This design comes from an exercise in tuning for small area on the open sky130 flow, not from production work.
Function was checked by simulation only, so behaviour that the tests miss may differ from the original.
In every run shown here, the design's own scripts or RTL, not TritonCTS, make the clock network.
No driver is modelled on the clock port, so clock power and skew are understated where the tree is cut down; a real chip needs a root buffer or a tree.
Power figures rest on the tool's default switching activity, not on a simulated workload.

$ cat flow/config.mk
export PLATFORM = sky130hd
export DESIGN_NAME = vga_shape_detector
export DESIGN_NICKNAME = vga_shape_detector
export VERILOG_FILES = /design/flow/design.v
export SDC_FILE = /design/flow/constraint.sdc
export NUM_CORES = 4
export LEC_CHECK = 0
export CAP_MARGIN = 20
export CORE_MARGIN = 2
export CORE_UTILIZATION = 70
export PLACE_DENSITY = 0.8
export SLEW_MARGIN = 20
$ cat flow/constraint.sdc
create_clock -name core_clock -period 40.0 [get_ports {clk}]
set_input_delay 8.0000 -clock core_clock [delete_from_list [all_inputs] [get_ports {clk}]]
set_output_delay 8.0000 -clock core_clock [all_outputs]
set_load 0.01 [all_outputs]
$ cat flow/design.v
module VGA_DRIVER (
	input         CLOCK,
	input         RESET,
	input  [7:0]  PIXEL_COLOR_IN,
	output reg [9:0]  PIXEL_X,
	output reg [10:0] PIXEL_YL,
	output reg    TOP,
	output [14:0] ADDRESS,
	output [7:0]  PIXEL_COLOR_OUT,
	output        H_SYNC_NEG,
	output        V_SYNC_NEG,
	output        X_END
);
wire [9:0]  x  = PIXEL_X;
wire [10:0] yl = PIXEL_YL;
assign X_END = x[9] & x[8] & x[4] & x[3] & x[1];                           
wire y_end = yl[10] & yl[9] & !yl[8] & yl[7] & !yl[4] & yl[2] & !yl[1];    
wire y_143 = yl[10] & !yl[6] & yl[5] & !yl[4] & !yl[3] & yl[2] & !yl[1] & yl[0];
assign ADDRESS = {x[9:4] + yl, x[3:0]};
assign PIXEL_COLOR_OUT = (x < 10'd640) ? PIXEL_COLOR_IN : 8'b0;
assign H_SYNC_NEG = !(x >= 10'd656 && x < 10'd752);
assign V_SYNC_NEG = !((yl[10] & !yl[9] & yl[8] & !yl[5] & yl[3] & yl[1] & !yl[0]) |
                      (!yl[9] & !yl[7] & !yl[6] & yl[4] & yl[3] & !yl[2] & !yl[1]));
always @(posedge CLOCK) begin
	if (RESET) begin
		PIXEL_X  <= 10'd0;
		PIXEL_YL <= 11'd0;
		TOP      <= 1'b1;
	end else if (X_END) begin
		PIXEL_X  <= 10'd0;
		PIXEL_YL <= y_end ? 11'd0 : PIXEL_YL + 11'd11;
		TOP      <= y_end | (TOP & !y_143);
	end else begin
		PIXEL_X  <= PIXEL_X + 10'd1;
	end
end
endmodule
module ZONE_CMP (
	input      CLK,
	input      CNT,        
	input      LINE_END,   
	input      [2:0] BIT,  
	input      W1, W2, W3,
	input      FIRST,      
	input      LAST,       
	input      [4:0] ZL,   
	output reg TRI,
	output reg DIA
);
reg [6:0] C;
reg [7:0] P1, P2;
reg u1, u2;    
wire c  = BIT == 3'd7 ? 1'b0 : C[BIT];
wire p1 = (ZL[1] | ZL[4]) ? P1[5] : P1[3];
wire p2 = P2[0];
wire und1 = FIRST | u1;
wire und2 = FIRST | u2;
wire dec1 = und1 & (c ^ p1);       
wire dec2 = und2 & (c ^ p2);
wire eq1  = LAST & und1 & !(c ^ p1);
wire eq2  = LAST & und2 & !(c ^ p2);
wire fail_lt1 = (dec1 & !c) | eq1;    
wire fail_gt1 = (dec1 & c) | eq1;     
wire fail_lt2 = (dec2 & !c) | eq2;    
wire fail_gt2 = (dec2 & c) | eq2;     
wire kill_tri = fail_lt1;
wire kill_dia = (ZL[1] & fail_lt1) | (ZL[2] & fail_lt2) |
                (ZL[4] & (fail_gt1 | fail_gt2));
always @(posedge CLK) begin
	C  <= LINE_END ? 7'd0 : C + CNT;
	P1 <= {P1[6:0], W3 ? c : P1[7]};
	P2 <= {P2[6:0], W2 ? P1[0] : P2[7]};
	u1 <= und1 & !(c ^ p1);
	u2 <= und2 & !(c ^ p2);
	if (W1) begin
		if (ZL[1] & FIRST) begin
			TRI <= !kill_tri;
			DIA <= !kill_dia;
		end else begin
			if (kill_tri) TRI <= 1'b0;
			if (kill_dia) DIA <= 1'b0;
		end
	end
end
endmodule
module IMAGE_PROCESSOR (
	input        CLK,
	input        RESET,
	input  [7:0] PIXEL_IN,
	input  [9:0] VGA_PIXEL_X,
	input [10:0] VGA_PIXEL_YL,    
	input        X_END,
	input        VGA_VSYNC_NEG,
	output reg [2:0] RESULT
);
wire [1:0] pr = PIXEL_IN[7:6];
wire [1:0] pg = PIXEL_IN[4:3];
wire [1:0] pb = PIXEL_IN[1:0];
wire is_red  = (pr > pb) && (pr > pg);
wire is_blue = (pb > pr) && (pb >= pg);
wire [9:0]  x  = VGA_PIXEL_X;
wire [10:0] yl = VGA_PIXEL_YL;
wire [4:0] zl;
assign zl[0] = yl[9] & !yl[7] & !yl[6] & !yl[4] & !yl[3] & yl[2] & yl[1];
assign zl[1] = yl[9] & yl[7] & !yl[6] & !yl[5] & yl[4] & !yl[3] & yl[2];
assign zl[2] = yl[9] & yl[8] & !yl[7] & !yl[6] & !yl[5] & yl[4] & !yl[2];
assign zl[3] = yl[9] & yl[8] & yl[7] & !yl[6] & !yl[5] & yl[4] & yl[2];
assign zl[4] = !yl[9] & !yl[7] & !yl[6] & !yl[5] & !yl[4] & !yl[2] & yl[1] & !yl[0];
wire zline = |zl;
wire in_zone = zline && (x >= 10'd48) && (x <= 10'd128);
wire w1 = zline && x[9:3] == 7'd17;    
wire w2 = zline && x[9:3] == 7'd18;    
wire w3 = zline && x[9:3] == 7'd19;    
wire first = x[2:0] == 3'd0;
wire last  = x[2:0] == 3'd7;
wire red_tri, red_dia, blue_tri, blue_dia;
ZONE_CMP zr (.CLK(CLK), .CNT(is_red & in_zone), .LINE_END(X_END), .BIT(~x[2:0]),
	.W1(w1), .W2(w2), .W3(w3), .FIRST(first), .LAST(last), .ZL(zl),
	.TRI(red_tri), .DIA(red_dia));
ZONE_CMP zb (.CLK(CLK), .CNT(is_blue & in_zone), .LINE_END(X_END), .BIT(~x[2:0]),
	.W1(w1), .W2(w2), .W3(w3), .FIRST(first), .LAST(last), .ZL(zl),
	.TRI(blue_tri), .DIA(blue_dia));
reg [15:0] RED, BLUE;
wire vs = !VGA_VSYNC_NEG;
wire clear = RESET | (vs & X_END & yl[0]);
always @(posedge CLK) begin
	RED  <= clear ? 16'd0 : RED  + (is_red  & !vs);
	BLUE <= clear ? 16'd0 : BLUE + (is_blue & !vs);
	if (RESET)
		RESULT <= 3'd0;
	else if (vs) begin
		if (BLUE > RED && BLUE > 16'd17000)
			RESULT <= blue_tri ? 3'd1 : blue_dia ? 3'd2 : 3'd3;
		else if (RED > BLUE && RED > 16'd17000)
			RESULT <= red_tri ? 3'd4 : red_dia ? 3'd5 : 3'd6;
		else
			RESULT <= 3'd0;
	end
end
endmodule
module vga_shape_detector (
	input         clk,
	input         reset,
	input  [7:0]  mem_rdata,
	output [14:0] mem_raddr,
	output [7:0]  vga_color,
	output        vga_hsync_n,
	output        vga_vsync_n,
	output [2:0]  result
);
localparam BLUE = 8'b000_000_11;
wire [9:0]  x;
wire [10:0] yl;    
wire        top;   
wire        x_end;
wire in_image = (x < 10'd176) && top;
VGA_DRIVER driver (
	.CLOCK(clk),
	.RESET(reset),
	.PIXEL_COLOR_IN(in_image ? mem_rdata : BLUE),
	.PIXEL_X(x),
	.PIXEL_YL(yl),
	.TOP(top),
	.ADDRESS(mem_raddr),
	.PIXEL_COLOR_OUT(vga_color),
	.H_SYNC_NEG(vga_hsync_n),
	.V_SYNC_NEG(vga_vsync_n),
	.X_END(x_end)
);
IMAGE_PROCESSOR proc (
	.CLK(clk),
	.RESET(reset),
	.PIXEL_IN(mem_rdata),
	.VGA_PIXEL_X(x),
	.VGA_PIXEL_YL(yl),
	.X_END(x_end),
	.VGA_VSYNC_NEG(vga_vsync_n),
	.RESULT(result)
);
endmodule
$ cat flow/flow/run.sh
#!/bin/bash
# Layout flow: the standard ORFS flow (standard.sh) with these changes:
#  - synthesis: ORFS's own synth.tcl, but without the Kogge-Stone carry
#    lookahead map and the full/half-adder extraction, and with an area-
#    oriented ABC script (flow/area.script). Registers are mapped exactly as
#    in the standard synthesis (same passes up to and including dfflibmap).
#  - port buffers: buf_1 on every input and output port.
#  - clock tree: flow/cts.tcl (a root buffer and a grid of leaf buffers) in
#    place of ORFS's CTS step.
# Each tool's output goes to a log file in the work folder.
set -euo pipefail
W=$(pwd)
F=$W/flow

# synthesis script: the standard flow's wrapper around ORFS's synth.tcl, pointed at a
# modified copy of synth.tcl
python3 - "$FLOW_HOME/scripts/synth.tcl" "$W/synth_recipe.tcl" "$F" "$W" <<'PY'
import sys
synth, bench, fdir, work = sys.argv[1:]
s = open(synth).read()
def sub(old, new):
    global s
    if old not in s:
        sys.exit("synth.tcl: pattern not found: " + old)
    s = s.replace(old, new, 1)
sub('source $::env(SCRIPTS_DIR)/synth_preamble.tcl\n',
    'source $::env(SCRIPTS_DIR)/synth_preamble.tcl\n'
    'set abc_args [list -script %s/area.script {*}$lib_args {*}$lib_dont_use_args'
    ' -constr $::env(OBJECTS_DIR)/abc.constr]\n' % fdir)
sub('"-extra-map $::env(FLOW_HOME)/platforms/common/lcu_kogge_stone.v"', '')
sub('[dont_use_adder_kinds] ne "none"', '[dont_use_adder_kinds] ne "none" && 0')
open(work + '/my_synth_core.tcl', 'w').write(s)
b = open(bench).read()
old = 'source $::env(SCRIPTS_DIR)/synth.tcl'
if old not in b:
    sys.exit("synth_recipe.tcl: pattern not found")
open(work + '/my_synth.tcl', 'w').write(b.replace(old, 'source ' + work + '/my_synth_core.tcl'))
PY

# The standard flow's layout command with the synthesis script swapped and port buffers
# of buf_1
sed -e "s#SYNTH_SCRIPT=[^ ]*#SYNTH_SCRIPT=$W/my_synth.tcl 'BUFFER_PORTS_ARGS=-buffer_cell sky130_fd_sc_hd__buf_1' 'CTS_ARGS=-sink_clustering_enable -repair_clock_nets -dont_use_dummy_load'#" \
    standard.sh > my_standard.sh
grep -q "my_synth.tcl" my_standard.sh

bash my_standard.sh synth > $W/synth.log 2>&1
bash my_standard.sh place > $W/place.log 2>&1
export MY_CTS_PORT=clk MY_CTS_ROOT=sky130_fd_sc_hd__clkbuf_8
export MY_CTS_BUF=sky130_fd_sc_hd__clkbuf_8 MY_CTS_KX=3 MY_CTS_KY=2
bash my_standard.sh run RUN_SCRIPT=$F/cts.tcl RUN_LOG_NAME_STEM=4_1_cts > $W/cts.log 2>&1
test -f $W/orfs/results/*/vga_shape_detector/base/4_1_cts.odb
bash my_standard.sh > $W/layout.log 2>&1
test -f $W/out/final.def
$ cat flow/flow/area.script
strash
ifraig
scorr
dc2
strash
balance -l
resub -K 6 -l
rewrite -l
resub -K 6 -N 2 -l
refactor -l
resub -K 8 -l
balance -l
resub -K 8 -N 2 -l
rewrite -l
resub -K 10 -l
rewrite -z -l
resub -K 10 -N 2 -l
balance -l
resub -K 12 -l
refactor -z -l
resub -K 12 -N 2 -l
rewrite -z -l
balance -l
balance
rewrite
refactor
balance
rewrite
rewrite -z
balance
refactor -z
rewrite -z
balance
&get -n
&deepsyn -J 30 -T 200
&put
dch -f
amap
topo
$ cat flow/flow/cts.tcl
# Clock tree, in place of ORFS's CTS step (reads 3_place, writes 4_1_cts.odb
# and 4_cts.sdc as that step does). The clock port drives one root buffer;
# the root drives MY_CTS_KX x MY_CTS_KY leaf buffers, one per cell of a grid
# of the flip-flops with about equal counts, each placed at the centre of its
# flip-flops. Every flip-flop's clock goes through the same two buffer types,
# so the tree is balanced: no register's clock is made early or late on
# purpose. Then ORFS's usual legalisation and timing repair.
source $::env(SCRIPTS_DIR)/load.tcl
erase_non_stage_variables cts
load_design 3_place.odb 3_place.sdc

set bufname $::env(MY_CTS_BUF)
set db [ord::get_db]
set block [ord::get_db_block]
set master [$db findMaster $bufname]
set clk_port [$block findBTerm $::env(MY_CTS_PORT)]
set clk_net [$clk_port getNet]

# sinks sorted by x
set sinks {}
foreach it [$clk_net getITerms] {
  set inst [$it getInst]
  set bb [$inst getBBox]
  lappend sinks [list [expr {([$bb xMin] + [$bb xMax]) / 2}] [expr {([$bb yMin] + [$bb yMax]) / 2}] $it]
}
# root buffer: the clock port drives only this buffer, which drives the leaves
set root_master [$db findMaster $::env(MY_CTS_ROOT)]
set root [odb::dbInst_create $block $root_master "clkbuf_manual_root"]
set root_net [odb::dbNet_create $block "clknet_manual_root"]
$root_net setSigType CLOCK
set leaf_pins {}
foreach it [$clk_net getITerms] { lappend leaf_pins $it }
[$root findITerm A] connect $clk_net
[$root findITerm X] connect $root_net
foreach it $leaf_pins { $it disconnect; $it connect $root_net }
set clk_net $root_net
set core [$block getCoreArea]
$root setLocation [expr {([$core xMin] + [$core xMax]) / 2}] [expr {([$core yMin] + [$core yMax]) / 2}]
$root setPlacementStatus PLACED

# grid of KX columns by KY rows of about equal sink counts
set KX $::env(MY_CTS_KX)
set KY $::env(MY_CTS_KY)
set sinks [lsort -integer -index 0 $sinks]
set n [llength $sinks]
puts "manual CTS: $n sinks, $KX x $KY x $bufname"
set k 0
for {set i 0} {$i < $KX} {incr i} {
  set col [lrange $sinks [expr {($n * $i) / $KX}] [expr {($n * ($i + 1)) / $KX - 1}]]
  set col [lsort -integer -index 1 $col]
  set m [llength $col]
  for {set j 0} {$j < $KY} {incr j} {
    set group [lrange $col [expr {($m * $j) / $KY}] [expr {($m * ($j + 1)) / $KY - 1}]]
    set sx 0; set sy 0
    foreach s $group { set sx [expr {$sx + [lindex $s 0]}]; set sy [expr {$sy + [lindex $s 1]}] }
    set cx [expr {$sx / [llength $group]}]
    set cy [expr {$sy / [llength $group]}]
    set inst [odb::dbInst_create $block $master "clkbuf_manual_$k"]
    set net [odb::dbNet_create $block "clknet_manual_$k"]
    $net setSigType CLOCK
    [$inst findITerm A] connect $clk_net
    [$inst findITerm X] connect $net
    foreach s $group {
      set it [lindex $s 2]
      $it disconnect
      $it connect $net
    }
    $inst setLocation $cx $cy
    $inst setPlacementStatus PLACED
    puts "  buffer $k: [llength $group] sinks at ($cx, $cy)"
    incr k
  }
}

set_propagated_clock [all_clocks]
detailed_placement
estimate_parasitics -placement
repair_timing_helper
detailed_placement
check_placement -verbose
report_clock_skew
report_worst_slack -max
report_worst_slack -min

orfs_write_db $::env(RESULTS_DIR)/4_1_cts.odb
orfs_write_sdc $::env(RESULTS_DIR)/4_cts.sdc
$ cat flow/standard.sh
#!/bin/bash
# synth_recipe.tcl (not shown) runs the flow's synth.tcl, then flattens the netlist and writes it again
# the make line also repeats each setting of config.mk as NAME=value (left out here)
make -C /OpenROAD-flow-scripts/flow DESIGN_CONFIG=/design/flow/config.mk WORK_HOME=/design/flow/orfs CLKGATE_MAP_FILE= SYNTH_SCRIPT=/design/flow/synth_recipe.tcl "${@:-finish}"
==> qor.yml, run 1 <==
drc: 0
coreArea_um2: 6390
yosysTopAreaCellShare_pct: 46.2
startpoint_type: "primary input"
slew_headroom_pct: 52.5
r2r_start: "driver.PIXEL_YL[2]"
synth_fp_nets: 602
timing.final.crit_share_pct: 41.4
crit_path_end_kind: "primary output"
initial_core_util_pct: 72.6
synth_edf_count: 4
slew_viol_final: 0
synth_area_um2: 4640
placed_area_um2: 4840
firstDrtPassIters: 5
p_clk_share_pct: 26.6
rows: 29
seqPwrFrac_pct: 64.6
ys.warnings.count: 3
nNetsFinal: 642
drt_iter0_markers: 243
stdcell_area_um2: 4940
wirelength_um: 10400
synth_area_leaders: "dfxtp_1 46%, nor2_1 11%, clkinv_1 6.9%, a211oi_1 4.5%, nand2_1 4.1%"
tns_ns: 0
internal_power_mw: 0.135
crit_path_max_fanout: 4
wl_per_cell_um: 14.8
globalRouteOverflowTotal: 0
yosysUniqueCellTypes: 42
synth-seq-area-share_pct: 48.8
grt_pass1_vias: 4048
p_switching_mw: 0.0440
worst_pin_slew_ns: 0.711
clk_latency_ns: 0.37
regArea_um2: 2260
vdd_ir_drop_max_uv: 42.0
synth_area_leader_cell: "dfxtp_1"
r2r_cells: 23
fp.dieW_um: 85.4
cts.repair.resized: 0
hp-start: "proc.zb.P1[4]"
hold_viol: 0
place.gp.congestion: 0.897
syn2layout_area_growth_pct: 6.50
combPwrFrac_pct: 8.8
whs_path_depth: 0
io_pins: 38
rsz0062_at_grt: "false"
holdPathEnd: "proc.zb.P1[5]"
clock_skew_ns: 0.0187
post-route-min-period_ns: 16.56
async_flop_share_pct: 0
drv_cap: 0
die_area_um2: 7290
report.final.setup_viol: 0
ys_ff_latch: 111
synth_top_flop_cell: "dfxtp_1"
hp-class: "flip-flop to flip-flop"
avgSynthCellArea_um2: 7.83
grt_max_degree: 33
clk_pin_slew_worst_paths_ns: 0.12
diodes: 0
swShare_pct: 24.5
antenna_found_initial: 0
max_freq_mhz: 60.4
numPortBuffers: 37
grtUsageTotal_pct: 28.4
status: "no timing/DRC/antenna violations"
p_per_area_nw_per_um2: 36.3
startpoint: "mem_rdata[6]"
critPathKind: "primary input to primary output"
r2r_slack_ns: 35.99
die_y_um: 85.4
cp_data_arrival_time_ns: 8.56
netlist_instances: 592
fillers: 468
ant_nets: 0
place.detailed.hpwl_um: 7840
crit_required_ns: 32.00
via_count: 4205
via_per_inst: 5.95
grt_first_pass_wirelength_um: 17200
leakagePower_nw: 1.67
multi_input_area_um2: 2030
final_layout_size_suffix_gt1_share_pct: 1.27
ctsHoldBuffers: 0
rr_endpoint: "proc.BLUE[15]"
post-cts-setup-buffer-count: 0
## flip-flops by register name (all words and copies together) (netlist names), 3 cells and up
signal / cells
proc.RESULT: 3
driver.PIXEL_X: 10
proc.zb.P2: 8
proc.zr.C: 7
driver.PIXEL_YL: 11
proc.BLUE: 16
proc.zb.C: 7
proc.zr.P2: 8
proc.RED: 16
proc.zb.P1: 8
proc.zr.P1: 8
## per-stage QoR
step | util (%) | setup WS [ns] | hold WS [ns] | cells | total power [mW]
after floorplan | - | 23.73 | 0.310 | 592 | 0.129
after global placement | 75.7 | 23.53 | 0.310 | 700 | 0.133
after detailed placement | 75.8 | 23.50 | 0.312 | 700 | 0.134
after global routing | 77.3 | 23.42 | 0.336 | 707 | 0.186
final | 77.3 | 23.44 | 0.324 | 707 | 0.179
## kinds of logic (layout without fill, tap and decap cells)
family / Yosys count / after routing / synth area share, %
compound gates: 143 / 143 / 20.4
buf+inv: 91 / 129 / 7.69
flops: 111 / 111 / 48.8
simple gates: 247 / 247 / 23.1
## worst max path at each step
stage	slack, ns	end	cells past startpoint
finish	23.44	vga_color[6]	4
floorplan	23.73	vga_color[7]	2
global route	23.42	vga_color[7]	4
global placement	23.53	vga_color[7]	4
detailed placement	23.50	vga_color[7]	4
## synthesized netlist by cell type (2+ instances only)
library cell / count
buf_4: 4
nand2_1: 51
edfxtp_1: 4
clkinv_1: 85
o221ai_1: 2
a31oi_1: 7
a221oi_1: 3
nand4_1: 4
and2_0: 2
o21a_1: 7
a41oi_1: 2
nor3b_1: 12
and3_1: 6
o31ai_1: 2
a2111oi_0: 3
o22ai_1: 14
buf_1: 2
nor4_1: 5
nor3_1: 18
or2_0: 4
dfxtp_1: 107
a22o_1: 2
nor2b_1: 4
a21oi_1: 25
a222oi_1: 2
o21ai_0: 28
a211oi_1: 28
nand3_1: 2
a22oi_1: 9
nor2_1: 136
## power by group through the flow
stage	sequential [mW]	combinational [mW]	clock, mW
final	0.116	0.0158	0.0477
after floorplan	0.118	0.0116	0
after detailed placement	0.118	0.0154	0
after global placement	0.118	0.0146	0
after global routing	0.116	0.0175	0.0527
## per-layer routing
metal / vias up / wire (µm) / track usage (%)
met5: - / 0 / 0
met4: 0 / 315 / 10.2
met3: 30 / 567 / 3.70
met2: 149 / 5390 / 54.0
met1: 1905 / 4160 / 32.0
li1: 2121 / - / -
## worst max-delay path, cell delays in order
cell	delay, ns
buf_1	0.08
clkinv_1	0.13
nor2_1	0.15
buf_1	0.20
## placed cells by master (no fill, tap or decap), drive strengths merged, types with 2 or more instances in the layout
cell and count:
nand3 2, a222oi 2, o22ai 14, dfxtp 107, edfxtp 4, nor2 136, a221oi 3, a2111oi 3
clkbuf 7, nor3 18, a211oi 28, a41oi 2, nor3b 12, and2 2, a22oi 9, o31ai 2
and3 6, a31oi 7, nand2 51, a21oi 25, or2 4, buf 37, nand4 4, o21a 7
a22o 2, nor2b 4, nor4 5, clkinv 85, o21ai 28, o221ai 2
## cell type report
type	instances	share of cell area (%)
buffer	7	1.95
inverter	85	6.46
tap	77	1.95
multi-input combinational	390	41.0
timing repair buffer	37	2.81
sequential	111	45.8
==> run 2: changes to the inputs <==
--- a/flow/design.v
+++ b/flow/design.v
@@ -41,5 +41,5 @@
 	input      LINE_END,   
 	input      [2:0] BIT,  
-	input      W1, W2, W3,
+	input      WA, WB, W2, W3,
 	input      FIRST,      
 	input      LAST,       
@@ -50,35 +50,26 @@
 reg [6:0] C;
 reg [7:0] P1, P2;
-reg u1, u2;    
+reg u;    
 wire c  = BIT == 3'd7 ? 1'b0 : C[BIT];
-wire p1 = (ZL[1] | ZL[4]) ? P1[5] : P1[3];
-wire p2 = P2[0];
-wire und1 = FIRST | u1;
-wire und2 = FIRST | u2;
-wire dec1 = und1 & (c ^ p1);       
-wire dec2 = und2 & (c ^ p2);
-wire eq1  = LAST & und1 & !(c ^ p1);
-wire eq2  = LAST & und2 & !(c ^ p2);
-wire fail_lt1 = (dec1 & !c) | eq1;    
-wire fail_gt1 = (dec1 & c) | eq1;     
-wire fail_lt2 = (dec2 & !c) | eq2;    
-wire fail_gt2 = (dec2 & c) | eq2;     
-wire kill_tri = fail_lt1;
-wire kill_dia = (ZL[1] & fail_lt1) | (ZL[2] & fail_lt2) |
-                (ZL[4] & (fail_gt1 | fail_gt2));
+wire p  = WA ? ((ZL[1] | ZL[4]) ? P1[5] : P1[3]) : P2[0];
+wire und = FIRST | u;
+wire dec = und & (c ^ p);             
+wire eq  = LAST & und & !(c ^ p);     
+wire fail_lt = (dec & !c) | eq;       
+wire fail_gt = (dec & c) | eq;        
+wire kill_tri = WA & fail_lt;
+wire kill_dia = (WA & ((ZL[1] & fail_lt) | (ZL[4] & fail_gt))) |
+                (WB & ((ZL[2] & fail_lt) | (ZL[4] & fail_gt)));
 always @(posedge CLK) begin
 	C  <= LINE_END ? 7'd0 : C + CNT;
 	P1 <= {P1[6:0], W3 ? c : P1[7]};
 	P2 <= {P2[6:0], W2 ? P1[0] : P2[7]};
-	u1 <= und1 & !(c ^ p1);
-	u2 <= und2 & !(c ^ p2);
-	if (W1) begin
-		if (ZL[1] & FIRST) begin
-			TRI <= !kill_tri;
-			DIA <= !kill_dia;
-		end else begin
-			if (kill_tri) TRI <= 1'b0;
-			if (kill_dia) DIA <= 1'b0;
-		end
+	u  <= und & !(c ^ p);
+	if (WA & ZL[1] & FIRST) begin
+		TRI <= !kill_tri;
+		DIA <= !kill_dia;
+	end else begin
+		if (kill_tri) TRI <= 1'b0;
+		if (kill_dia) DIA <= 1'b0;
 	end
 end
@@ -109,19 +100,22 @@
 wire zline = |zl;
 wire in_zone = zline && (x >= 10'd48) && (x <= 10'd128);
-wire w1 = zline && x[9:3] == 7'd17;    
-wire w2 = zline && x[9:3] == 7'd18;    
-wire w3 = zline && x[9:3] == 7'd19;    
+wire wa = zline && x[9:3] == 7'd17;    
+wire wb = zline && x[9:3] == 7'd18;    
+wire w2 = zline && x[9:3] == 7'd19;    
+wire w3 = zline && x[9:3] == 7'd20;    
 wire first = x[2:0] == 3'd0;
 wire last  = x[2:0] == 3'd7;
 wire red_tri, red_dia, blue_tri, blue_dia;
 ZONE_CMP zr (.CLK(CLK), .CNT(is_red & in_zone), .LINE_END(X_END), .BIT(~x[2:0]),
-	.W1(w1), .W2(w2), .W3(w3), .FIRST(first), .LAST(last), .ZL(zl),
+	.WA(wa), .WB(wb), .W2(w2), .W3(w3), .FIRST(first), .LAST(last), .ZL(zl),
 	.TRI(red_tri), .DIA(red_dia));
 ZONE_CMP zb (.CLK(CLK), .CNT(is_blue & in_zone), .LINE_END(X_END), .BIT(~x[2:0]),
-	.W1(w1), .W2(w2), .W3(w3), .FIRST(first), .LAST(last), .ZL(zl),
+	.WA(wa), .WB(wb), .W2(w2), .W3(w3), .FIRST(first), .LAST(last), .ZL(zl),
 	.TRI(blue_tri), .DIA(blue_dia));
 reg [15:0] RED, BLUE;
 wire vs = !VGA_VSYNC_NEG;
 wire clear = RESET | (vs & X_END & yl[0]);
+wire b_gt_r = BLUE > RED;
+wire b_eq_r = BLUE == RED;
 always @(posedge CLK) begin
 	RED  <= clear ? 16'd0 : RED  + (is_red  & !vs);
@@ -130,7 +124,7 @@
 		RESULT <= 3'd0;
 	else if (vs) begin
-		if (BLUE > RED && BLUE > 16'd17000)
+		if (b_gt_r && BLUE > 16'd17000)
 			RESULT <= blue_tri ? 3'd1 : blue_dia ? 3'd2 : 3'd3;
-		else if (RED > BLUE && RED > 16'd17000)
+		else if (!b_gt_r && !b_eq_r && RED > 16'd17000)
 			RESULT <= red_tri ? 3'd4 : red_dia ? 3'd5 : 3'd6;
 		else
--- a/flow/config.mk
+++ b/flow/config.mk
@@ -9,4 +9,5 @@
 export CORE_MARGIN = 2
 export CORE_UTILIZATION = 70
+export GPL_TIMING_DRIVEN = 0
 export PLACE_DENSITY = 0.8
 export SLEW_MARGIN = 20
==> qor.yml, run 2 <==
status: "no timing/DRC/antenna violations"
dr_wl_met3_um: 589
antenna_found_initial: 0
layout_commonest_cell: "nor2_1"
fp.dieW_um: 84.8
slew_headroom_pct: 49.0
critPathKind: "primary input to primary output"
clk_pin_slew_worst_paths_ns: 0.09
netlist_instances: 585
grt_max_degree: 20
wirelength_um: 10000
placed_area_um2: 4860
async_flop_share_pct: 0
ys.warnings.count: 3
stdcell_count: 709
io_pins: 38
avgSynthCellArea_um2: 7.81
drc: 0
synth_edf_count: 4
startpoint_type: "primary input"
firstDrtPassIters: 5
yosysUniqueCellTypes: 41
grt_first_pass_wirelength_um: 17300
stdcell_area_um2: 4960
drt_iter0_markers: 140
slew_viol_final: 0
place.gp.congestion: 0.923
clk_latency_ns: 0.37
yosysTopAreaCellShare_pct: 46.0
post-route-min-period_ns: 16.53
p_clk_share_pct: 28.1
crit_path_end_kind: "primary output"
wl_per_cell_um: 14.1
fillers: 490
globalRouteOverflowTotal: 0
slowest_delay_ns: 0.16
via_count: 4194
largest_registers: "proc.BLUE: 16 flops, proc.RED: 16 flops, driver.PIXEL_YL: 11 flops"
die_area_um2: 7190
synth_area_leaders: "dfxtp_1 46%, nor2_1 9.0%, clkinv_1 7.6%, a211oi_1 4.9%, o21ai_0 4.2%"
ctsHoldBuffers: 0
final_layout_size_suffix_gt1_share_pct: 2.69
rsz0062_at_grt: "false"
numPortBuffers: 37
p_per_area_nw_per_um2: 33.5
place.detailed.hpwl_um: 7670
syn2layout_area_growth_pct: 8.46
ant_nets: 0
synth-seq-area-share_pct: 48.6
hp-class: "flip-flop to flip-flop"
rows: 29
synth_top_flop_cell: "dfxtp_1"
coreArea_um2: 6310
setup_slack_ns: 23.47
power_mw: 0.166
crit_required_ns: 32.00
die_y_um: 84.8
diodes: 0
grtUsageTotal_pct: 28.4
drv_cap: 0
internal_power_mw: 0.129
synth_fp_nets: 595
via_per_inst: 5.92
report.final.setup_viol: 0
vdd_ir_drop_max_uv: 45.5
hold_viol: 0
crit_chain: "buf_1 > clkinv_1 > nor2_1 > buf_1"
max_freq_mhz: 60.5
met2_length_um: 4870
initial_core_util_pct: 72.4
seqPwrFrac_pct: 66.8
highest_layer: "met4"
nNetsFinal: 644
place_ws_ns: 23.48
layout.core_utilization_pct: 78.5
combPwrFrac_pct: 5.1
ys_ff_latch: 109
grt_pass1_vias: 3991
yosysMostFrequentCell: "nor2_1"
worst_pin_slew_ns: 0.759
wl_met1_um: 4220
critPathSlowestCell: "buf_1"
crit_path_max_fanout: 3
place_inst: 702
cp_data_arrival_time_ns: 8.53
timing.hold.ws_ns: 0.335
synth_area_um2: 4570
synth_area_leader_cell: "dfxtp_1"
leakagePower_nw: 1.65
mostFrequentLayoutCells: "110 x nor2_1, 105 x dfxtp_1, 93 x clkinv_1"
tns_ns: 0
clock_skew_ns: 0.0147
p_switching_mw: 0.0372
timing.final.crit_share_pct: 41.3
synth_common_cells: "110 x nor2_1, 105 x dfxtp_1, 93 x clkinv_1"
swShare_pct: 22.4
timing.critical_path.mode_cell: "buf_1"
cts.repair.resized: 0
post-cts-setup-buffer-count: 0
==> run 2: changes by cell type after synthesis, sizes merged, moves of 3 or more <==
cell,change
a21oi,+7
a31oi,+3
and3,-5
clkinv,+8
nand2,-4
nand3,+5
nand4,-3
nor2,-26
nor3,+11
nor3b,-12
o21ai,+10
o22a,+4
==> run 2: cells by family (layout without fill, tap and decap cells) <==
| family | after synthesis | after routing | share of synthesized area (%) |
|---|---|---|---|
| AND/OR/NAND/NOR | 210 | 210 | 19.2 |
| flip-flops | 109 | 109 | 48.6 |
| buffers and inverters | 99 | 146 | 8.46 |
| AO/OA/AOI/OAI | 167 | 167 | 23.7 |
==> run 2: final cells by class <==
cell class,count,area (µm²),share of cell area (%)
Buffer,13,134,2.70
Timing Repair Buffer,40,166,3.36
Multi-Input combinational cell,377,1990,40.1
Tap cell,77,96.3,1.94
Sequential cell,109,2220,44.8
Inverter,93,349,7.04
==> run 2: worst max-delay path, delay by kind of cell <==
kind,cells,cell delay [ns]
buf+inv,3,0.41
simple gates,1,0.12
==> run 2: power by group through the flow <==
stage	clock, mW	sequential (mW)	combinational [mW]
after floorplan	0	0.113	0.00570
final	0.0467	0.111	0.00856
after detailed placement	0	0.113	0.00838
after global routing	0.0509	0.111	0.00944
after global placement	0	0.113	0.00772
==> run 2: worst paths after layout <==
path                         endpoint              start  slack, ns  cells after the start
hold reg to reg         proc.zr.P2[4]      proc.zr.P2[3]       0.34                      0
setup / recovery         vga_color[3]       mem_rdata[3]      23.47                      4
setup reg to reg  driver.PIXEL_YL[10]  driver.PIXEL_X[9]      35.78                     17
hold / removal          proc.zr.P2[4]      proc.zr.P2[3]       0.34                      0
==> run 2: routing by layer <==
metal	track usage, %	up-vias
met1	35.4	1920
li1	-	2128
met3	3.34	34
met5	0	-
met2	51.0	112
met4	9.09	0
==> run 3: changes to the inputs <==
--- a/flow/config.mk
+++ b/flow/config.mk
@@ -6,8 +6,8 @@
 export NUM_CORES = 4
 export LEC_CHECK = 0
-export CAP_MARGIN = 20
+export CAP_MARGIN = 0
 export CORE_MARGIN = 2
 export CORE_UTILIZATION = 70
 export GPL_TIMING_DRIVEN = 0
 export PLACE_DENSITY = 0.8
-export SLEW_MARGIN = 20
+export SLEW_MARGIN = 0
==> qor.yml, run 3 <==
status: "no timing/DRC/antenna violations"
grt_max_degree: 27
diodes: 0
placed_area_um2: 4850
io_pins: 38
grtUsageTotal_pct: 28.3
async_flop_share_pct: 0
startpoint_type: "primary input"
internal_power_mw: 0.129
mostFrequentLayoutCells: "110 x nor2_1, 105 x dfxtp_1, 93 x clkinv_1"
slew_headroom_pct: 37.8
die_y_um: 84.8
fp.dieW_um: 84.8
yosysUniqueCellTypes: 41
vdd_ir_drop_max_uv: 46.9
ctsHoldBuffers: 0
grt_first_pass_wirelength_um: 17100
synth_area_leader_cell: "dfxtp_1"
critPathKind: "primary input to primary output"
nNetsFinal: 643
hp-class: "flip-flop to flip-flop"
ant_nets: 0
cts.repair.resized: 0
max_freq_mhz: 60.6
post-route-min-period_ns: 16.51
combPwrFrac_pct: 5.1
firstDrtPassIters: 5
clk_pin_slew_worst_paths_ns: 0.09
yosysMostFrequentCell: "nor2_1"
leakagePower_nw: 1.64
netlist_instances: 585
via_per_inst: 5.92
swShare_pct: 22.3
wirelength_um: 10100
hold_viol: 0
crit_path_end_kind: "primary output"
yosysTopAreaCellShare_pct: 46.0
seqPwrFrac_pct: 66.9
place.detailed.hpwl_um: 7670
crit_required_ns: 32.00
drt_iter0_markers: 200
report.final.setup_viol: 0
wl_per_cell_um: 14.2
synth-seq-area-share_pct: 48.6
power_mw: 0.166
drv_cap: 0
timing.final.crit_share_pct: 41.3
stdcell_area_um2: 4950
tns_ns: 0
rows: 29
ys.warnings.count: 3
avgSynthCellArea_um2: 7.81
clk_latency_ns: 0.37
syn2layout_area_growth_pct: 8.35
initial_core_util_pct: 72.4
coreArea_um2: 6310
antenna_found_initial: 0
slew_viol_final: 0
largest_registers: "proc.BLUE: 16 flops, proc.RED: 16 flops, driver.PIXEL_YL: 11 flops"
cp_data_arrival_time_ns: 8.51
synth_edf_count: 4
post-cts-setup-buffer-count: 0
final_layout_size_suffix_gt1_share_pct: 2.54
die_area_um2: 7190
synth_area_um2: 4570
worst_pin_slew_ns: 0.923
p_per_area_nw_per_um2: 33.5
synth_area_leaders: "dfxtp_1 46%, nor2_1 9.0%, clkinv_1 7.6%, a211oi_1 4.9%, o21ai_0 4.2%"
p_switching_mw: 0.0369
drc: 0
ys_ff_latch: 109
p_clk_share_pct: 28.0
crit_path_max_fanout: 3
numPortBuffers: 37
place.gp.congestion: 0.923
via_count: 4193
rsz0062_at_grt: "false"
clock_skew_ns: 0.0139
synth_common_cells: "110 x nor2_1, 105 x dfxtp_1, 93 x clkinv_1"
synth_top_flop_cell: "dfxtp_1"
grt_pass1_vias: 3956
synth_fp_nets: 595
globalRouteOverflowTotal: 0
layout_commonest_cell: "nor2_1"
[run 3: cell counts after synthesis]
Identical to the previous run, type by type.
[run 3: cell type report]
type / count / area [µm²]
flip-flops and latches: 109 / 2220
well taps: 77 / 96.3
repair buffers: 39 / 161
multi-input cells: 377 / 1990
plain buffers: 13 / 134
fillers: 473 / 1360
inverters: 93 / 349
[run 3: kinds of logic after synthesis]
family / after synthesis / synth area share, %
buf+inv: 99 / 8.46
compound gates: 167 / 23.7
flops: 109 / 48.6
simple gates: 210 / 19.2
[run 3: worst paths after layout]
kind | start | end | slack [ns] | depth (start not counted)
worst max register to register | driver.PIXEL_YL[2] | proc.zb.DIA | 35.96 | 19
worst min-delay path | proc.zr.P2[3] | proc.zr.P2[4] | 0.34 | 0
worst min register to register | proc.zr.P2[3] | proc.zr.P2[4] | 0.34 | 0
worst max-delay path | mem_rdata[3] | vga_color[3] | 23.49 | 4
[run 3: metrics by stage]
stage                     setup WS [ns]  hold WS, ns  std cells  utilization, %
final                             23.49        0.335        708            78.4
after global routing              23.42        0.339        708            78.4
after detailed placement          23.49        0.313        701            76.9
after global placement            23.52        0.311        699            76.1
after floorplan                   23.72        0.310        585               -
[run 3: metal layers]
metal  GRT usage, %  vias to the layer above  share of wire (%)
li1               -                     2127                  -
met1           35.6                     1906                 42
met2           50.4                      128                 49
met3           2.65                       32                4.9
met4           10.5                        0                3.9
met5              0                        -                  0
[run 3: power by group through the flow]
| stage | Clock (mW) | Sequential, mW | Combinational [mW] |
|---|---|---|---|
| 6_report | 0.0465 | 0.111 | 0.00845 |
| 5_1_grt | 0.0503 | 0.111 | 0.00937 |
| 2_1_floorplan | 0 | 0.113 | 0.00570 |
| 3_3_place_gp | 0 | 0.113 | 0.00772 |
| 3_5_place_dp | 0 | 0.113 | 0.00832 |
[run 3: worst max-delay path: stages]
cell and delay, ns:
buf_1 0.13, clkinv_1 0.12, nor2_1 0.11, buf_1 0.16
==> run 4: changes to the inputs <==
--- a/flow/config.mk
+++ b/flow/config.mk
@@ -9,5 +9,4 @@
 export CORE_MARGIN = 2
 export CORE_UTILIZATION = 70
-export GPL_TIMING_DRIVEN = 0
 export PLACE_DENSITY = 0.8
 export SLEW_MARGIN = 0
==> qor.yml, run 4 <==
final_layout_size_suffix_gt1_share_pct: 1.76
ctsHoldBuffers: 0
layout.core_utilization_pct: 77.6
ant_nets: 0
synth_edf_count: 4
worst_pin_slew_ns: 1.21
grtUsageTotal_pct: 27.8
crit_path_end_kind: "primary output"
io_pins: 38
via_per_inst: 5.97
critPathKind: "primary input to primary output"
leakagePower_nw: 1.62
crit_path_max_fanout: 4
firstDrtPassIters: 4
layout_commonest_cell: "nor2_1"
fp.dieW_um: 84.8
multi_input_area_um2: 1980
hold_viol: 0
antenna_found_initial: 0
timing.hold.ws_ns: 0.335
ys.warnings.count: 3
slew_headroom_pct: 19.3
coreArea_um2: 6310
rsz0062_at_grt: "false"
yosysMostFrequentCell: "nor2_1"
synth-seq-area-share_pct: 48.6
stdcell_count: 702
power_mw: 0.165
p_per_area_nw_per_um2: 33.8
synth_common_cells: "110 x nor2_1, 105 x dfxtp_1, 93 x clkinv_1"
startpoint_type: "primary input"
initial_core_util_pct: 72.4
tns_ns: 0
place_inst: 695
largest_registers: "proc.BLUE: 16 flops, proc.RED: 16 flops, driver.PIXEL_YL: 11 flops"
yosysTopAreaCellShare_pct: 46.0
avgSynthCellArea_um2: 7.81
clk_pin_slew_worst_paths_ns: 0.10
synth_area_leaders: "dfxtp_1 46%, nor2_1 9.0%, clkinv_1 7.6%, a211oi_1 4.9%, o21ai_0 4.2%"
grt_max_degree: 33
regArea_um2: 2220
drc: 0
grt_pass1_vias: 3954
ys_ff_latch: 109
globalRouteOverflowTotal: 0
crit_required_ns: 32.00
drv_cap: 0
rows: 29
synth_area_leader_cell: "dfxtp_1"
netlist_instances: 585
async_flop_share_pct: 0
wirelength_um: 10100
yosysUniqueCellTypes: 41
post-cts-setup-buffer-count: 0
syn2layout_area_growth_pct: 7.20
hp-class: "flip-flop to flip-flop"
slew_viol_final: 0
synth_area_um2: 4570
drt_iter0_markers: 258
diodes: 0
synth_fp_nets: 595
cts.repair.resized: 0
place_ws_ns: 23.50
mostFrequentLayoutCells: "110 x nor2_1, 105 x dfxtp_1, 93 x clkinv_1"
clk_latency_ns: 0.37
max_freq_mhz: 60.6
stdcell_area_um2: 4900
nNetsFinal: 637
die_y_um: 84.8
setup_slack_ns: 23.49
grt_first_pass_wirelength_um: 16900
via_count: 4193
placed_area_um2: 4800
synth_top_flop_cell: "dfxtp_1"
clock_skew_ns: 0.0166
vdd_ir_drop_max_uv: 48.5
status: "no timing/DRC/antenna violations"
wl_per_cell_um: 14.4
place.detailed.hpwl_um: 7560
numPortBuffers: 37
cp_data_arrival_time_ns: 8.51
die_area_um2: 7190
place.gp.congestion: 0.894
post-route-min-period_ns: 16.51
report.final.setup_viol: 0
fillers: 464
timing.final.crit_share_pct: 41.3
run 4: cell count changes in the layout (fill, tap and decap cells not counted), sizes merged:
cell  delta
buf      -6
run 4: cell families after synthesis:
logic type	synth area share [%]
AOI/OAI and AO/OA	23.7
DFF	48.6
buffers and inverters	8.46
and+or+nand+nor	19.2
run 4: cell type report:
type,count,share of cell area (%)
inverter,93,7.13
multi-input combinational,377,40.4
sequential,109,45.4
timing repair buffer,39,3.14
tap,77,1.97
buffer,7,1.97
run 4: path summary, 6_finish.rpt:
kind / startpoint / end / slack [ns] / cells past startpoint
setup / recovery: mem_rdata[4] / vga_color[4] / 23.49 / 4
hold / removal: proc.zr.P1[6] / proc.zr.P1[7] / 0.33 / 0
setup reg to reg: driver.PIXEL_YL[2] / proc.zr.DIA / 36.06 / 17
hold reg to reg: proc.zr.P1[6] / proc.zr.P1[7] / 0.33 / 0
run 4: layer usage:
| metal | share of wire [%] | track usage, % | up-vias |
|---|---|---|---|
| met1 | 43 | 35.3 | 1904 |
| met2 | 49 | 49.7 | 134 |
| met3 | 5.5 | 3.15 | 33 |
| li1 | - | - | 2122 |
| met5 | 0 | 0 | - |
| met4 | 2.7 | 8.51 | 0 |
run 4: power by group:
| part | total [mW] | switching [mW] | internal [mW] |
|---|---|---|---|
| Clock | 0.0463 | 0.0304 | 0.0160 |
| Sequential | 0.111 | 0.000877 | 0.110 |
| Combinational | 0.00811 | 0.00548 | 0.00263 |
| Total | 0.165 | 0.0367 | 0.129 |
run 4: worst max-delay path: stages:
cell and delay (ns):
buf_1 0.10, clkinv_1 0.13, nor2_1 0.12, buf_1 0.16
==> run 5: changes to the inputs <==
--- a/flow/config.mk
+++ b/flow/config.mk
@@ -6,7 +6,7 @@
 export NUM_CORES = 4
 export LEC_CHECK = 0
-export CAP_MARGIN = 0
+export CAP_MARGIN = 20
 export CORE_MARGIN = 2
 export CORE_UTILIZATION = 70
 export PLACE_DENSITY = 0.8
-export SLEW_MARGIN = 0
+export SLEW_MARGIN = 20
==> qor.yml, run 5 <==
status: "no timing/DRC/antenna violations"
fp.dieW_um: 84.8
grt_pass1_vias: 3884
rows: 29
synth_top_flop_cell: "dfxtp_1"
grt_first_pass_wirelength_um: 16900
syn2layout_area_growth_pct: 7.45
die_y_um: 84.8
drv_cap: 0
drt_iter0_markers: 231
ctsHoldBuffers: 0
p_per_area_nw_per_um2: 33.6
drc: 0
clk_latency_ns: 0.37
firstDrtPassIters: 5
place.gp.congestion: 0.894
ys.warnings.count: 3
synth_area_um2: 4570
synth-seq-area-share_pct: 48.6
numPortBuffers: 37
post-cts-setup-buffer-count: 0
mostFrequentLayoutCells: "110 x nor2_1, 105 x dfxtp_1, 93 x clkinv_1"
netlist_instances: 585
slew_viol_final: 0
tns_ns: 0
grtUsageTotal_pct: 27.8
synth_edf_count: 4
yosysUniqueCellTypes: 41
layout.core_utilization_pct: 77.8
hp-class: "flip-flop to flip-flop"
async_flop_share_pct: 0
stdcell_area_um2: 4910
power_mw: 0.165
rsz0062_at_grt: "false"
avgSynthCellArea_um2: 7.81
wl_per_cell_um: 14.1
antenna_found_initial: 0
die_area_um2: 7190
synth_area_leader_cell: "dfxtp_1"
globalRouteOverflowTotal: 0
coreArea_um2: 6310
layout_commonest_cell: "nor2_1"
via_count: 4164
critPathKind: "primary input to primary output"
timing.hold.ws_ns: 0.335
synth_common_cells: "110 x nor2_1, 105 x dfxtp_1, 93 x clkinv_1"
hold_viol: 0
clk_pin_slew_worst_paths_ns: 0.09
ant_nets: 0
place.detailed.hpwl_um: 7640
nNetsFinal: 638
ys_ff_latch: 109
yosysMostFrequentCell: "nor2_1"
synth_area_leaders: "dfxtp_1 46%, nor2_1 9.0%, clkinv_1 7.6%, a211oi_1 4.9%, o21ai_0 4.2%"
clock_skew_ns: 0.0168
final_layout_size_suffix_gt1_share_pct: 1.92
io_pins: 38
via_per_inst: 5.92
slew_headroom_pct: 45.4
synth_fp_nets: 595
startpoint_type: "primary input"
max_freq_mhz: 60.6
crit_required_ns: 32.00
grt_max_degree: 21
largest_registers: "proc.BLUE: 16 flops, proc.RED: 16 flops, driver.PIXEL_YL: 11 flops"
diodes: 0
vdd_ir_drop_max_uv: 49.5
worst_pin_slew_ns: 0.818
wirelength_um: 9890
cp_data_arrival_time_ns: 8.50
placed_area_um2: 4810
report.final.setup_viol: 0
crit_path_max_fanout: 4
initial_core_util_pct: 72.4
yosysTopAreaCellShare_pct: 46.0
leakagePower_nw: 1.62
cts.repair.resized: 0
post-route-min-period_ns: 16.50
crit_path_end_kind: "primary output"
timing.final.crit_share_pct: 41.3
[run 5: cell counts after synthesis]
Identical to the previous run, type by type.
[run 5: stage by stage]
| step | setup slack, ns | instances |
|---|---|---|
| 3_3_place_gp | 23.53 | 695 |
| 5_1_grt | 23.42 | 703 |
| 3_5_place_dp | 23.50 | 696 |
| 2_1_floorplan | 23.72 | 585 |
| 6_report | 23.50 | 703 |
[run 5: worst max-delay path, cell delays in order]
cell and delay [ns]:
buf_1 0.10, clkinv_1 0.13, nor2_1 0.12, buf_1 0.16
[run 5: area by class of cell]
cell class                 count  area (µm²)
buffer                         7        96.3
multi-input combinational    377        1980
fill                         462        1400
timing repair buffer          40         165
inverter                      93         349
tap                           77        96.3
sequential                   109        2220
[run 5: kinds of logic after synthesis]
group,share of synthesized area [%]
and+or+nand+nor,19.2
DFF,48.6
AOI/OAI and AO/OA,23.7
buffers and inverters,8.46
[run 5: layer usage]
layer	share of wire (%)	wire length [µm]	track usage, %
met4	2.5	245	8.95
met2	48	4790	48.5
met5	0	0	0
met3	5.6	553	3.24
met1	44	4310	36.0
[run 5: report_power, final]
group          leakage (nW)  internal [mW]  total (mW)  switching, mW
Clock                0.0503         0.0160      0.0461         0.0302
Sequential            0.880          0.110       0.111       0.000877
Combinational         0.691        0.00272     0.00814        0.00542
Total                  1.62          0.129       0.165         0.0365
[run 5: final timing paths]
path | slack (ns) | depth (start not counted) | start | endpoint
worst max-delay path | 23.50 | 4 | mem_rdata[4] | vga_color[4]
worst min-delay path | 0.33 | 0 | proc.zr.P1[6] | proc.zr.P1[7]
worst max register to register | 36.04 | 17 | driver.PIXEL_YL[2] | proc.zr.DIA
worst min register to register | 0.33 | 0 | proc.zr.P1[6] | proc.zr.P1[7]
==> run 6: changes to the inputs <==
--- a/flow/design.v
+++ b/flow/design.v
@@ -36,41 +36,24 @@
 end
 endmodule
-module ZONE_CMP (
+module ZONE_STORE (
 	input      CLK,
 	input      CNT,        
 	input      LINE_END,   
 	input      [2:0] BIT,  
-	input      WA, WB, W2, W3,
-	input      FIRST,      
-	input      LAST,       
-	input      [4:0] ZL,   
-	output reg TRI,
-	output reg DIA
+	input      W2, W3,
+	input      TAP2,       
+	output     C_BIT,      
+	output     P1_BIT,     
+	output     P2_BIT      
 );
 reg [6:0] C;
 reg [7:0] P1, P2;
-reg u;    
-wire c  = BIT == 3'd7 ? 1'b0 : C[BIT];
-wire p  = WA ? ((ZL[1] | ZL[4]) ? P1[5] : P1[3]) : P2[0];
-wire und = FIRST | u;
-wire dec = und & (c ^ p);             
-wire eq  = LAST & und & !(c ^ p);     
-wire fail_lt = (dec & !c) | eq;       
-wire fail_gt = (dec & c) | eq;        
-wire kill_tri = WA & fail_lt;
-wire kill_dia = (WA & ((ZL[1] & fail_lt) | (ZL[4] & fail_gt))) |
-                (WB & ((ZL[2] & fail_lt) | (ZL[4] & fail_gt)));
+assign C_BIT  = BIT == 3'd7 ? 1'b0 : C[BIT];
+assign P1_BIT = TAP2 ? P1[5] : P1[3];
+assign P2_BIT = P2[0];
 always @(posedge CLK) begin
 	C  <= LINE_END ? 7'd0 : C + CNT;
-	P1 <= {P1[6:0], W3 ? c : P1[7]};
+	P1 <= {P1[6:0], W3 ? C_BIT : P1[7]};
 	P2 <= {P2[6:0], W2 ? P1[0] : P2[7]};
-	u  <= und & !(c ^ p);
-	if (WA & ZL[1] & FIRST) begin
-		TRI <= !kill_tri;
-		DIA <= !kill_dia;
-	end else begin
-		if (kill_tri) TRI <= 1'b0;
-		if (kill_dia) DIA <= 1'b0;
-	end
 end
 endmodule
@@ -100,17 +83,52 @@
 wire zline = |zl;
 wire in_zone = zline && (x >= 10'd48) && (x <= 10'd128);
-wire wa = zline && x[9:3] == 7'd17;    
-wire wb = zline && x[9:3] == 7'd18;    
-wire w2 = zline && x[9:3] == 7'd19;    
-wire w3 = zline && x[9:3] == 7'd20;    
+wire [6:0] xw = x[9:3];
+wire wa_r = zline && xw == 7'd17;    
+wire wb_r = zline && xw == 7'd18;    
+wire wa_b = zline && xw == 7'd19;    
+wire wb_b = zline && xw == 7'd20;    
+wire w2   = zline && xw == 7'd21;    
+wire w3   = zline && xw == 7'd22;    
 wire first = x[2:0] == 3'd0;
 wire last  = x[2:0] == 3'd7;
-wire red_tri, red_dia, blue_tri, blue_dia;
-ZONE_CMP zr (.CLK(CLK), .CNT(is_red & in_zone), .LINE_END(X_END), .BIT(~x[2:0]),
-	.WA(wa), .WB(wb), .W2(w2), .W3(w3), .FIRST(first), .LAST(last), .ZL(zl),
-	.TRI(red_tri), .DIA(red_dia));
-ZONE_CMP zb (.CLK(CLK), .CNT(is_blue & in_zone), .LINE_END(X_END), .BIT(~x[2:0]),
-	.WA(wa), .WB(wb), .W2(w2), .W3(w3), .FIRST(first), .LAST(last), .ZL(zl),
-	.TRI(blue_tri), .DIA(blue_dia));
+wire tap2 = zl[1] | zl[4];
+wire cr, p1r, p2r, cb, p1b, p2b;
+ZONE_STORE zr (.CLK(CLK), .CNT(is_red & in_zone), .LINE_END(X_END), .BIT(~x[2:0]),
+	.W2(w2), .W3(w3), .TAP2(tap2), .C_BIT(cr), .P1_BIT(p1r), .P2_BIT(p2r));
+ZONE_STORE zb (.CLK(CLK), .CNT(is_blue & in_zone), .LINE_END(X_END), .BIT(~x[2:0]),
+	.W2(w2), .W3(w3), .TAP2(tap2), .C_BIT(cb), .P1_BIT(p1b), .P2_BIT(p2b));
+wire blue = wa_b | wb_b;
+wire wa = wa_r | wa_b;
+wire wb = wb_r | wb_b;
+wire c = blue ? cb : cr;
+wire p = blue ? (wa ? p1b : p2b) : (wa ? p1r : p2r);
+reg u;    
+wire und = first | u;
+wire dec = und & (c ^ p);             
+wire eq  = last & und & !(c ^ p);     
+wire fail_lt = (dec & !c) | eq;       
+wire fail_gt = (dec & c) | eq;        
+wire kill_tri = wa & fail_lt;
+wire kill_dia = (wa & ((zl[1] & fail_lt) | (zl[4] & fail_gt))) |
+                (wb & ((zl[2] & fail_lt) | (zl[4] & fail_gt)));
+wire start = zl[1] & first;    
+reg red_tri, red_dia, blue_tri, blue_dia;
+always @(posedge CLK) begin
+	u <= und & !(c ^ p);
+	if (wa_r & start) begin
+		red_tri <= !kill_tri;
+		red_dia <= !kill_dia;
+	end else if (!blue) begin
+		if (kill_tri) red_tri <= 1'b0;
+		if (kill_dia) red_dia <= 1'b0;
+	end
+	if (wa_b & start) begin
+		blue_tri <= !kill_tri;
+		blue_dia <= !kill_dia;
+	end else if (blue) begin
+		if (kill_tri) blue_tri <= 1'b0;
+		if (kill_dia) blue_dia <= 1'b0;
+	end
+end
 reg [15:0] RED, BLUE;
 wire vs = !VGA_VSYNC_NEG;
--- a/flow/config.mk
+++ b/flow/config.mk
@@ -6,7 +6,7 @@
 export NUM_CORES = 4
 export LEC_CHECK = 0
-export CAP_MARGIN = 20
+export CAP_MARGIN = 10
 export CORE_MARGIN = 2
 export CORE_UTILIZATION = 70
 export PLACE_DENSITY = 0.8
-export SLEW_MARGIN = 20
+export SLEW_MARGIN = 10
==> qor.yml, run 6 <==
synth-seq-area-share_pct: 48.9
power_mw: 0.170
grt_max_degree: 33
hp-class: "flip-flop to flip-flop"
cp_data_arrival_time_ns: 8.48
ctsHoldBuffers: 0
crit_required_ns: 32.00
post-cts-setup-buffer-count: 0
clk_latency_ns: 0.36
antenna_found_initial: 0
worst_pin_slew_ns: 0.728
wirelength_um: 9660
diodes: 0
layout.core_utilization_pct: 76.5
final_layout_size_suffix_gt1_share_pct: 1.48
clock_skew_ns: 0.0158
place_ws_ns: 23.52
ys.warnings.count: 3
startpoint_type: "primary input"
synth_area_leaders: "dfxtp_1 46%, nor2_1 8.4%, clkinv_1 6.5%, o21ai_0 4.7%, nand2_1 4.0%"
async_flop_share_pct: 0
globalRouteOverflowTotal: 0
place.detailed.hpwl_um: 7290
largest_registers: "proc.BLUE: 16 flops, proc.RED: 16 flops, driver.PIXEL_YL: 11 flops"
placed_area_um2: 4710
rsz0062_at_grt: "false"
die_y_um: 84.2
ant_nets: 0
stdcell_area_um2: 4800
wl_per_cell_um: 14.1
report.final.setup_viol: 0
firstDrtPassIters: 5
mostFrequentLayoutCells: "104 x dfxtp_1, 101 x nor2_1, 78 x clkinv_1"
fillers: 459
critPathKind: "primary input to primary output"
fp.dieW_um: 84.2
via_count: 4014
post-route-min-period_ns: 16.48
die_area_um2: 7080
tns_ns: 0
grtUsageTotal_pct: 27.4
drc: 0
timing.final.crit_share_pct: 41.2
io_pins: 38
startpoint: "mem_rdata[4]"
coreArea_um2: 6280
max_freq_mhz: 60.7
netlist_instances: 568
cts.repair.resized: 0
hp-start: "proc.zb.P1[4]"
nNetsFinal: 619
synth_common_cells: "104 x dfxtp_1, 101 x nor2_1, 78 x clkinv_1"
drv_cap: 0
avgSynthCellArea_um2: 7.92
synth_top_flop_cell: "dfxtp_1"
yosysTopAreaCellShare_pct: 46.3
critPathSlowestCell: "buf_1"
crit_path_max_fanout: 3
numPortBuffers: 37
layout_commonest_cell: "dfxtp_1"
clk_pin_slew_worst_paths_ns: 0.10
synth_area_leader_cell: "dfxtp_1"
place.gp.congestion: 0.954
rows: 29
crit_chain: "buf_1 > clkinv_1 > nor2_1 > buf_1"
synth_edf_count: 4
grt_first_pass_wirelength_um: 16500
vdd_ir_drop_max_uv: 43.3
status: "no timing/DRC/antenna violations"
p_per_area_nw_per_um2: 35.3
grt_pass1_vias: 3625
synth_area_um2: 4500
synth_fp_nets: 578
initial_core_util_pct: 71.7
setup_slack_ns: 23.52
leakagePower_nw: 1.56
yosysMostFrequentCell: "dfxtp_1"
slew_headroom_pct: 51.0
timing.critical_path.mode_cell: "buf_1"
yosysUniqueCellTypes: 36
hold_viol: 0
slew_viol_final: 0
syn2layout_area_growth_pct: 6.79
drt_iter0_markers: 203
r2r_start: "driver.PIXEL_YL[7]"
crit_path_end_kind: "primary output"
ys_ff_latch: 108
slowest_delay_ns: 0.15
via_per_inst: 5.87
run 6: cell count changes after synthesis, moves of 3 or more:
| cell | previous run | this run |
|---|---|---|
| nor2_1 | 110 | 101 |
| a211oi_1 | 30 | 23 |
| and2_0 | 2 | 5 |
| o31ai_1 | 4 | 0 |
| nand4_1 | 1 | 4 |
| or3_1 | 1 | 4 |
| o21ai_0 | 38 | 42 |
| clkinv_1 | 93 | 78 |
| a22o_1 | 3 | 0 |
run 6: area by class of cell:
cell class	count	area (µm²)	share of cell area, %
Multi-Input combinational cell	376	1970	41.0
Buffer	7	96.3	2.01
Inverter	78	293	6.09
Tap cell	77	96.3	2.01
Sequential cell	108	2200	45.8
Timing Repair Buffer	38	146	3.05
run 6: worst max-delay path, delay by kind of cell:
kind | cells | cell delay [ns]
and+or+nand+nor | 1 | 0.10
buffers and inverters | 3 | 0.38
run 6: stage by stage:
step	instances	hold WS, ns
6_report	684	0.328
5_1_grt	684	0.336
3_5_place_dp	677	0.313
3_3_place_gp	677	0.311
2_1_floorplan	568	0.310
run 6: logic make-up (layout without fill, tap and decap cells):
family | after synthesis | after routing | synth area share, %
DFF | 108 | 108 | 48.9
AOI/OAI and AO/OA | 161 | 161 | 23.0
and+or+nand+nor | 215 | 215 | 20.7
buffers and inverters | 84 | 123 | 7.34
run 6: routing by layer:
layer,routed length [µm],share of wire [%],vias up,GRT usage (%)
li1,-,-,2072,-
met1,4360,45,1795,39.1
met2,4600,48,130,46.2
met5,0,0,-,0
met4,180,1.9,0,4.99
met3,530,5.5,17,2.65
run 6: final timing paths:
check / cells after the start / to / slack, ns
worst min-delay path: 0 / proc.zb.P1[5] / 0.33
worst max register to register: 18 / proc.blue_dia / 35.56
worst max-delay path: 4 / vga_color[4] / 23.52
worst min register to register: 0 / proc.zb.P1[5] / 0.33
run 6: report_power, final:
part / internal (mW) / switching, mW / leakage (nW)
clock: 0.0160 / 0.0296 / 0.0503
combinational: 0.00481 / 0.00852 / 0.646
sequential: 0.109 / 0.00155 / 0.868
==> run 7: changes to the inputs <==
--- a/flow/config.mk
+++ b/flow/config.mk
@@ -6,7 +6,7 @@
 export NUM_CORES = 4
 export LEC_CHECK = 0
-export CAP_MARGIN = 10
+export CAP_MARGIN = 20
 export CORE_MARGIN = 2
 export CORE_UTILIZATION = 70
 export PLACE_DENSITY = 0.8
-export SLEW_MARGIN = 10
+export SLEW_MARGIN = 20
==> qor.yml, run 7 <==
status: "no timing/DRC/antenna violations"
diodes: 0
yosysUniqueCellTypes: 36
crit_path_end_kind: "primary output"
slowest_delay_ns: 0.15
wirelength_um: 9660
place.gp.congestion: 0.954
die_area_um2: 7080
max_freq_mhz: 60.7
p_per_area_nw_per_um2: 35.3
synth_area_um2: 4500
post-route-min-period_ns: 16.48
drc: 0
timing.hold.ws_ns: 0.328
place.detailed.hpwl_um: 7290
critPathSlowestCell: "buf_1"
nNetsFinal: 619
hp-class: "flip-flop to flip-flop"
antenna_found_initial: 0
leakagePower_nw: 1.56
internal_power_mw: 0.130
rsz0062_at_grt: "false"
crit_path_max_fanout: 3
io_pins: 38
synth_common_cells: "104 x dfxtp_1, 101 x nor2_1, 78 x clkinv_1"
slew_viol_final: 0
synth_top_flop_cell: "dfxtp_1"
clock_skew_ns: 0.0158
largest_registers: "proc.BLUE: 16 flops, proc.RED: 16 flops, driver.PIXEL_YL: 11 flops"
grtUsageMet1_pct: 39.1
p_switching_mw: 0.0397
syn2layout_area_growth_pct: 6.79
synth_fp_nets: 578
cp_data_arrival_time_ns: 8.48
critPathTopFamily: "buffers and inverters"
synth_edf_count: 4
via_per_inst: 5.87
firstDrtPassIters: 5
hold_viol: 0
post-cts-setup-buffer-count: 0
via_count: 4014
critPathBufInv: 3
synth_area_leaders: "dfxtp_1 46%, nor2_1 8.4%, clkinv_1 6.5%, o21ai_0 4.7%, nand2_1 4.0%"
ctsHoldBuffers: 0
grt_first_pass_wirelength_um: 16500
globalRouteOverflowTotal: 0
clk_pin_slew_worst_paths_ns: 0.10
vdd_ir_drop_max_uv: 43.3
fp.dieW_um: 84.2
layout_commonest_cell: "dfxtp_1"
drt_iter0_markers: 203
slew_headroom_pct: 51.0
clk_latency_ns: 0.36
cts.repair.resized: 0
grtUsageTotal_pct: 27.4
die_y_um: 84.2
async_flop_share_pct: 0
netlist_instances: 568
grt_use_met3_pct: 2.65
mostFrequentLayoutCells: "104 x dfxtp_1, 101 x nor2_1, 78 x clkinv_1"
final_layout_size_suffix_gt1_share_pct: 1.48
tns_ns: 0
ys_ff_latch: 108
synth-seq-area-share_pct: 48.9
timing.critical_path.mode_cell: "buf_1"
yosysTopAreaCellShare_pct: 46.3
crit_chain: "buf_1 > clkinv_1 > nor2_1 > buf_1"
numPortBuffers: 37
grt_max_degree: 33
drv_cap: 0
grt_util_met2_pct: 46.2
startpoint_type: "primary input"
fillers: 459
combPwrFrac_pct: 7.8
wl_per_cell_um: 14.1
rows: 29
swShare_pct: 23.4
yosysMostFrequentCell: "dfxtp_1"
initial_core_util_pct: 71.7
worst_pin_slew_ns: 0.728
ys.warnings.count: 3
coreArea_um2: 6280
grt_pass1_vias: 3625
ant_nets: 0
p_clk_share_pct: 26.8
crit_required_ns: 32.00
avgSynthCellArea_um2: 7.92
seqPwrFrac_pct: 65.3
top_usage_layer: "met2"
report.final.setup_viol: 0
critPathKind: "primary input to primary output"
timing.final.crit_share_pct: 41.2
synth_area_leader_cell: "dfxtp_1"
run 7: cell counts after synthesis:
Identical to the previous run, type by type.
run 7: cells by family after synthesis:
logic type | share of synthesized area (%)
AND/OR/NAND/NOR | 20.7
flip-flops | 48.9
buffers and inverters | 7.34
AO/OA/AOI/OAI | 23.0
run 7: final cells by class:
| type | instances | area, µm² | share of cell area, % |
|---|---|---|---|
| Tap cell | 77 | 96.3 | 2.01 |
| Multi-Input combinational cell | 376 | 1970 | 41.0 |
| Timing Repair Buffer | 38 | 146 | 3.05 |
| Buffer | 7 | 96.3 | 2.01 |
| Sequential cell | 108 | 2200 | 45.8 |
| Inverter | 78 | 293 | 6.09 |
run 7: worst reg2reg max path, cell delays in order, from the launching register on:
cell and delay [ns]:
dfxtp_1 0.50, clkinv_1 0.20, nand4_1 0.16, nor2_1 0.08
a31oi_1 0.33, clkinv_1 0.22, nor3_1 0.34, or3_1 0.22
nor2_1 0.09, nand2_1 0.10, o21ai_0 0.20, o22a_1 0.28
nand2_1 0.08, o21ai_0 0.10, o21bai_1 0.20, or3_1 0.35
o21ai_0 0.33, clkinv_1 0.14, o21ai_0 0.23
run 7: power groups by stage:
stage / logic, mW / clock network, mW / registers [mW]
floorplan: 0.00949 / 0 / 0.113
global placement: 0.0128 / 0 / 0.113
detailed placement: 0.0131 / 0 / 0.113
global route: 0.0149 / 0.0507 / 0.111
finish: 0.0133 / 0.0456 / 0.111
run 7: path summary, 6_finish.rpt:
path	start	to	slack [ns]	cells past startpoint
setup / recovery	mem_rdata[4]	vga_color[4]	23.52	4
setup reg to reg	driver.PIXEL_YL[7]	proc.blue_dia	35.56	18
hold / removal	proc.zb.P1[4]	proc.zb.P1[5]	0.33	0
hold reg to reg	proc.zb.P1[4]	proc.zb.P1[5]	0.33	0
run 7: per-stage QoR:
step	cell area, µm²	cells	worst slack, ns	total power [mW]	utilization (%)
2_1_floorplan	4500	568	23.77	0.122	-
3_3_place_gp	4710	677	23.55	0.126	75.0
3_5_place_dp	4710	677	23.52	0.127	75.0
5_1_grt	4800	684	23.48	0.177	76.5
6_report	4800	684	23.52	0.170	76.5
run 7: routing by layer:
layer / vias to the layer above / share of wire (%)
met1: 1795 / 45
met5: - / 0
met4: 0 / 1.9
met3: 17 / 5.5
li1: 2072 / -
met2: 130 / 48

## what the ideal ports hide
How much do the figures lean on ideal ports? The routed layouts below were timed once more, with nothing changed but the port constraints.
Step 1 sets driving cells, clkbuf_16 on the clock port and buf_2 on the other inputs (assumed; they add their load-dependent delay and slew).
Step 2 also shifts input and output timing later by t, the mid clock arrival at the registers, as if the neighbouring blocks saw the same clock.
Three values: ideal ports, drivers, drivers and shift; two values: the first two.
run	t, ns	setup WS [ns]	cell pins on the clock port's net
run 1	0.392	23.436 / 23.399 / 23.399	1
run 2	0.396	23.469 / 23.447 / 23.447	1
run 3	0.396	23.487 / 23.465 / 23.465	1
run 4	0.394	23.489 / 23.466 / 23.466	1
run 5	0.388	23.496 / 23.472 / 23.472	1
run 6	0.381	23.520 / 23.498 / 23.498	1
run 7	0.381	23.520 / 23.498 / 23.498	1
After both steps setup and hold are still met in every run listed. The setup slack of run 1, which loses most, moves by -0.037 ns with the drivers and by -0.037 ns with both steps.
